This design comes from an exercise in tuning for small area, a short achievable clock period and few clock cycles on the open sky130 flow, not from production work. The RTL was checked by simulation tests, not by an equivalence proof against the original design. Power and IR drop assume default switching activity.

## RISC_V
module RISC_V(
    input clk,
    input reset,
    output [31:0] imem_addr,
    input [31:0] imem_data,
    output [31:0] dmem_addr,
    output [31:0] dmem_wdata,
    output dmem_we,
    input [31:0] dmem_rdata
    );
    reg  [9:0]  pc;
    reg         d_valid, d_pred;
    reg  [31:0] d_ins;
    reg  [9:0]  d_pc;
    reg  [9:0]  pc_out;    
    reg  [15:0] bht;
    reg         u_v, u_val;
    reg  [3:0]  u_idx;
    reg         e_rw, e_mr, e_mw, e_ceq, e_clt, e_cltu;
    reg         e_x, e_pb, e_cin, kill;
    reg  [3:0]  e_idx;
    reg  [4:0]  e_rd, e_sh;
    reg  [31:0] e_a, e_b, e_sd;
    reg  [9:0]  e_base, e_off;
    reg         e_sub, e_s_sum, e_s_slt, e_s_sltu, e_s_xor, e_s_or, e_s_and, e_s_sll, e_s_sr, e_arith;
    reg         m_rw, m_mr, m_mw;
    reg  [4:0]  m_rd;
    reg  [31:0] m_res, m_sd;
    reg  [31:0] rf [1:31];
    reg  [31:1] rf_ok;
    wire [31:0] ins = d_ins;
    wire [6:0] op  = ins[6:0];
    wire [4:0] rd  = ins[11:7];
    wire [4:0] rs1 = ins[19:15];
    wire [4:0] rs2 = ins[24:20];
    wire [2:0] f3  = ins[14:12];
    wire is_r  = (op == 7'b0110011);
    wire is_i  = (op == 7'b0010011);
    wire is_lw = (op == 7'b0000011);
    wire is_sw = (op == 7'b0100011);
    wire is_br = (op == 7'b1100011);
    wire use1 = is_r | is_i | is_lw | is_sw | is_br;
    wire use2 = is_r | is_sw | is_br;
    wire wr   = (is_r | is_i | is_lw) & (rd != 5'd0);
    wire bimm = is_i | is_lw | is_sw;
    wire [31:0] imm_i = {{20{ins[31]}}, ins[31:20]};
    wire [31:0] imm_s = {{20{ins[31]}}, ins[31:25], ins[11:7]};
    wire alu_op   = is_r | is_i;
    wire d_sub    = is_r & f3 == 3'b000 & ins[30];
    wire d_s_sum  = (alu_op & f3 == 3'b000) | is_lw | is_sw;
    wire d_s_slt  = alu_op & f3 == 3'b010;
    wire d_s_sltu = alu_op & f3 == 3'b011;
    wire d_s_xor  = alu_op & f3 == 3'b100;
    wire d_s_or   = alu_op & f3 == 3'b110;
    wire d_s_and  = alu_op & f3 == 3'b111;
    wire d_s_sll  = alu_op & f3 == 3'b001;
    wire d_s_sr   = alu_op & f3 == 3'b101;
  ...
Size in the first run: roughly 4700 cells after synthesis, about 1300 flip-flops, ~160 I/O pins, roughly 60000 um2 of cells after synthesis.
export LEC_CHECK = 0
export CAP_MARGIN = 20
export CORE_MARGIN = 2
export CORE_UTILIZATION = 45
export CTS_CLUSTER_DIAMETER = 80
export CTS_CLUSTER_SIZE = 24
export PLACE_DENSITY = 0.6
export SLEW_MARGIN = 20
create_clock -name core_clock -period 10.0 [get_ports {clk}]
standard.sh (not shown) runs the stock make flow with config.mk's settings and CLKGATE_MAP_FILE= SYNTH_SCRIPT=/design/flow/synth_recipe.tcl, a recipe that flattens the netlist after the stock synthesis.
==> flow/flow/run.sh <==
#!/bin/bash
# Layout flow: the standard ORFS flow (standard.sh) with these changes,
# made through a config file that includes the standard flow's config.mk:
#  * the full-adder, half-adder and majority cells are kept out of synthesis
#    and repair, so Yosys does not extract the RTL's parallel-prefix adders
#    into ripple chains of fa/ha cells and ABC does not rebuild carry chains
#    out of maj3 cells (the synthesis script and its register mapping are
#    unchanged);
#  * the delay cells (clkdlybuf4s*, dlygate*, dlymetal*) are kept out, so the
#    port buffers and repair use ordinary buffers;
#  * MATCH_CELL_FOOTPRINT=0, so repair may resize a cell to any drive
#    strength, not only to cells of the same width;
#  * timing repair aims at SETUP_SLACK_MARGIN ns (flow/margin.txt) of slack
#    against the design's clock, so repair_timing keeps working below the
#    10 ns period.
# Each tool's output is in flow.log (make) and the ORFS logs under orfs/logs.
set -euo pipefail
HERE=$(pwd)
MARGIN=$(cat flow/margin.txt)
cat > config_own.mk <<EOF2
include $HERE/config.mk
export DONT_USE_CELLS += sky130_fd_sc_hd__fa_1 sky130_fd_sc_hd__fa_2 sky130_fd_sc_hd__fa_4 sky130_fd_sc_hd__ha_1 sky130_fd_sc_hd__ha_2 sky130_fd_sc_hd__ha_4 sky130_fd_sc_hd__maj3_1 sky130_fd_sc_hd__maj3_2 sky130_fd_sc_hd__maj3_4
export DONT_USE_CELLS += sky130_fd_sc_hd__clkdlybuf4s15_1 sky130_fd_sc_hd__clkdlybuf4s15_2 sky130_fd_sc_hd__clkdlybuf4s18_1 sky130_fd_sc_hd__clkdlybuf4s18_2 sky130_fd_sc_hd__clkdlybuf4s25_1 sky130_fd_sc_hd__clkdlybuf4s25_2 sky130_fd_sc_hd__clkdlybuf4s50_1 sky130_fd_sc_hd__clkdlybuf4s50_2 sky130_fd_sc_hd__dlygate4sd1_1 sky130_fd_sc_hd__dlygate4sd2_1 sky130_fd_sc_hd__dlygate4sd3_1 sky130_fd_sc_hd__dlymetal6s2s_1 sky130_fd_sc_hd__dlymetal6s4s_1 sky130_fd_sc_hd__dlymetal6s6s_1
export SETUP_SLACK_MARGIN = $MARGIN
EOF2
sed "s#DESIGN_CONFIG=[^ ]*#DESIGN_CONFIG=$HERE/config_own.mk#" standard.sh > standard_own.sh
bash standard_own.sh MATCH_CELL_FOOTPRINT=0 finish > flow.log 2>&1
==> flow/flow/margin.txt <==
6.8
Testbench counts at the start, summed over its fixed seeds: cycles 21,701.
Change:
--- a/flow/design.v
+++ b/flow/design.v
@@ -20,13 +20,13 @@
     reg         e_rw, e_mr, e_mw, e_ceq, e_clt, e_cltu;
     reg         e_x, e_pb, e_cin, kill;
     reg  [3:0]  e_idx;
     reg  [4:0]  e_rd, e_sh;
     reg  [31:0] e_a, e_b, e_sd;
     reg  [9:0]  e_base, e_off;
-    reg         e_sub, e_s_sum, e_s_slt, e_s_sltu, e_s_xor, e_s_or, e_s_and, e_s_sll, e_s_sr, e_arith;
+    reg         e_s_sum, e_s_slt, e_s_sltu, e_s_xor, e_s_or, e_s_and, e_s_sll, e_s_sr, e_arith;
     reg         m_rw, m_mr, m_mw;
     reg  [4:0]  m_rd;
     reg  [31:0] m_res, m_sd;
     reg  [31:0] rf [1:31];
     reg  [31:1] rf_ok;
     wire [31:0] ins = d_ins;
@@ -93,28 +93,30 @@
         for (k = 1; k < 32; k = k + 1) begin
             rf1 = rf1 | ({32{rs1 == k[4:0] && okm[k]}} & rf[k]);
             rf2 = rf2 | ({32{rs2 == k[4:0] && okm[k]}} & rf[k]);
         end
     end
     wire [31:0] fwd_a = fa1 ? res : rf1;
+    wire [31:0] fwd_ar;
+    genvar r;
+    generate
+        for (r = 0; r < 32; r = r + 1) begin : rev
+            assign fwd_ar[r] = fwd_a[31-r];
+        end
+    endgenerate
     wire [31:0] fwd_b = fb1 ? res : rf2;
     wire [31:0] op_b  = bimm ? (is_sw ? imm_s : imm_i) : fwd_b;
     wire stall = d_valid & x_mr & x_rw & ((use1 & (e_rd == rs1)) | (use2 & (e_rd == rs2)));
     wire [31:0] opa = e_a;
     wire [31:0] opb = e_b;
     wire [31:0] sum;
     pfx_add #(32, 5) add_alu (.a(opa), .b(opb ^ {32{e_cin}}), .cin(e_cin), .s(sum), .cout());
     wire eq, ltu, lts;
     cmp32 cmp (.a(opa), .b(opb), .eq(eq), .ltu(ltu), .lts(lts));
     wire [4:0]  sh = e_sh;
-    wire [31:0] ra = {opa[0], opa[1], opa[2], opa[3], opa[4], opa[5], opa[6], opa[7],
-                      opa[8], opa[9], opa[10], opa[11], opa[12], opa[13], opa[14], opa[15],
-                      opa[16], opa[17], opa[18], opa[19], opa[20], opa[21], opa[22], opa[23],
-                      opa[24], opa[25], opa[26], opa[27], opa[28], opa[29], opa[30], opa[31]};
-    wire [31:0] shin = e_s_sll ? ra : opa;
-    wire [63:0] shx = {{32{e_arith & opa[31]}}, shin} >> sh;
+    wire [63:0] shx = {{32{e_arith & opa[31]}}, opa} >> sh;
     wire [31:0] shr = shx[31:0];
     assign shl = {shr[0], shr[1], shr[2], shr[3], shr[4], shr[5], shr[6], shr[7],
                        shr[8], shr[9], shr[10], shr[11], shr[12], shr[13], shr[14], shr[15],
                        shr[16], shr[17], shr[18], shr[19], shr[20], shr[21], shr[22], shr[23],
                        shr[24], shr[25], shr[26], shr[27], shr[28], shr[29], shr[30], shr[31]};
     wire [31:0] shl;
@@ -169,13 +171,13 @@
             if (m_rw) rf_ok[m_rd] <= 1'b1;
         end
     end
     always @(posedge clk) begin
         pc_out <= reset ? pc_next : 10'd0;
         e_rd   <= rd;
-        e_a    <= fwd_a;
+        e_a    <= d_s_sll ? fwd_ar : fwd_a;
         e_b    <= op_b;
         e_cin  <= d_sub;
         e_sd   <= fwd_b;
         e_sh   <= (d_s_sll | d_s_sr) ? (bimm ? imm_i[4:0] : fwd_b[4:0]) : 5'd0;
         if (!stall) begin
             d_ins  <= imem_data;
@@ -184,13 +186,12 @@
         end
         e_base <= d_pred ? d_pc_inc : d_pc;
         e_off  <= d_pred ? 10'd0 : {ins[7], ins[30:25], ins[11:9]};
         e_x    <= f3[0] ^ d_pred;
         e_pb   <= d_pred ^ ins[31];
         e_idx  <= d_pc[3:0];
-        e_sub  <= d_sub;
         e_s_sum <= d_s_sum; e_s_slt <= d_s_slt; e_s_sltu <= d_s_sltu;
         e_s_xor <= d_s_xor; e_s_or <= d_s_or; e_s_and <= d_s_and;
         e_s_sll <= d_s_sll; e_s_sr <= d_s_sr;
         e_arith <= d_s_sr & ins[30];
         u_idx <= e_idx;
         u_val <= e_pb ^ mispredict;
=> Final area rises by 2.0%; sequential power hardly moves; clock-buffer cell count climbs by 1; core utilization climbs by 1.1 points; register-to-register slack gets worse by 0.21 ns.
Testbench counts after the change, summed over its fixed seeds: cycles 21,701.

[afterwards: timing with drivers on the ports]
No port has a modelled driver above. Below, the same layouts with a new extraction and two added sets of constraints. Step 1 sets driving cells, clkbuf_16 on the clock port and buf_2 on the other inputs (assumed; they add their load-dependent delay and slew). Step 2, shift: input delay + t, output delay - t, t = (earliest + latest rising clock arrival at the registers) / 2. This alone moves slack from input paths to output paths. a / b / c = ideal ports / drivers / drivers and shift; a / b = the first two.
run	shift t [ns]	slack for setup (ns)	worst hold slack (ns)	worst setup path after step 2	pins driven straight from the clock port
the first run	0.800	6.513 / 6.553 / 5.755	0.328 / 0.328 / 0.328	input to register	1
the second run	0.816	6.342 / 6.342 / 5.683	0.330 / 0.330 / 0.330	input to register	1
After both steps setup and hold are still met in every run listed. For the first run, which loses most, drivers alone change the setup slack by +0.040 ns; drivers and shift together by -0.758 ns.
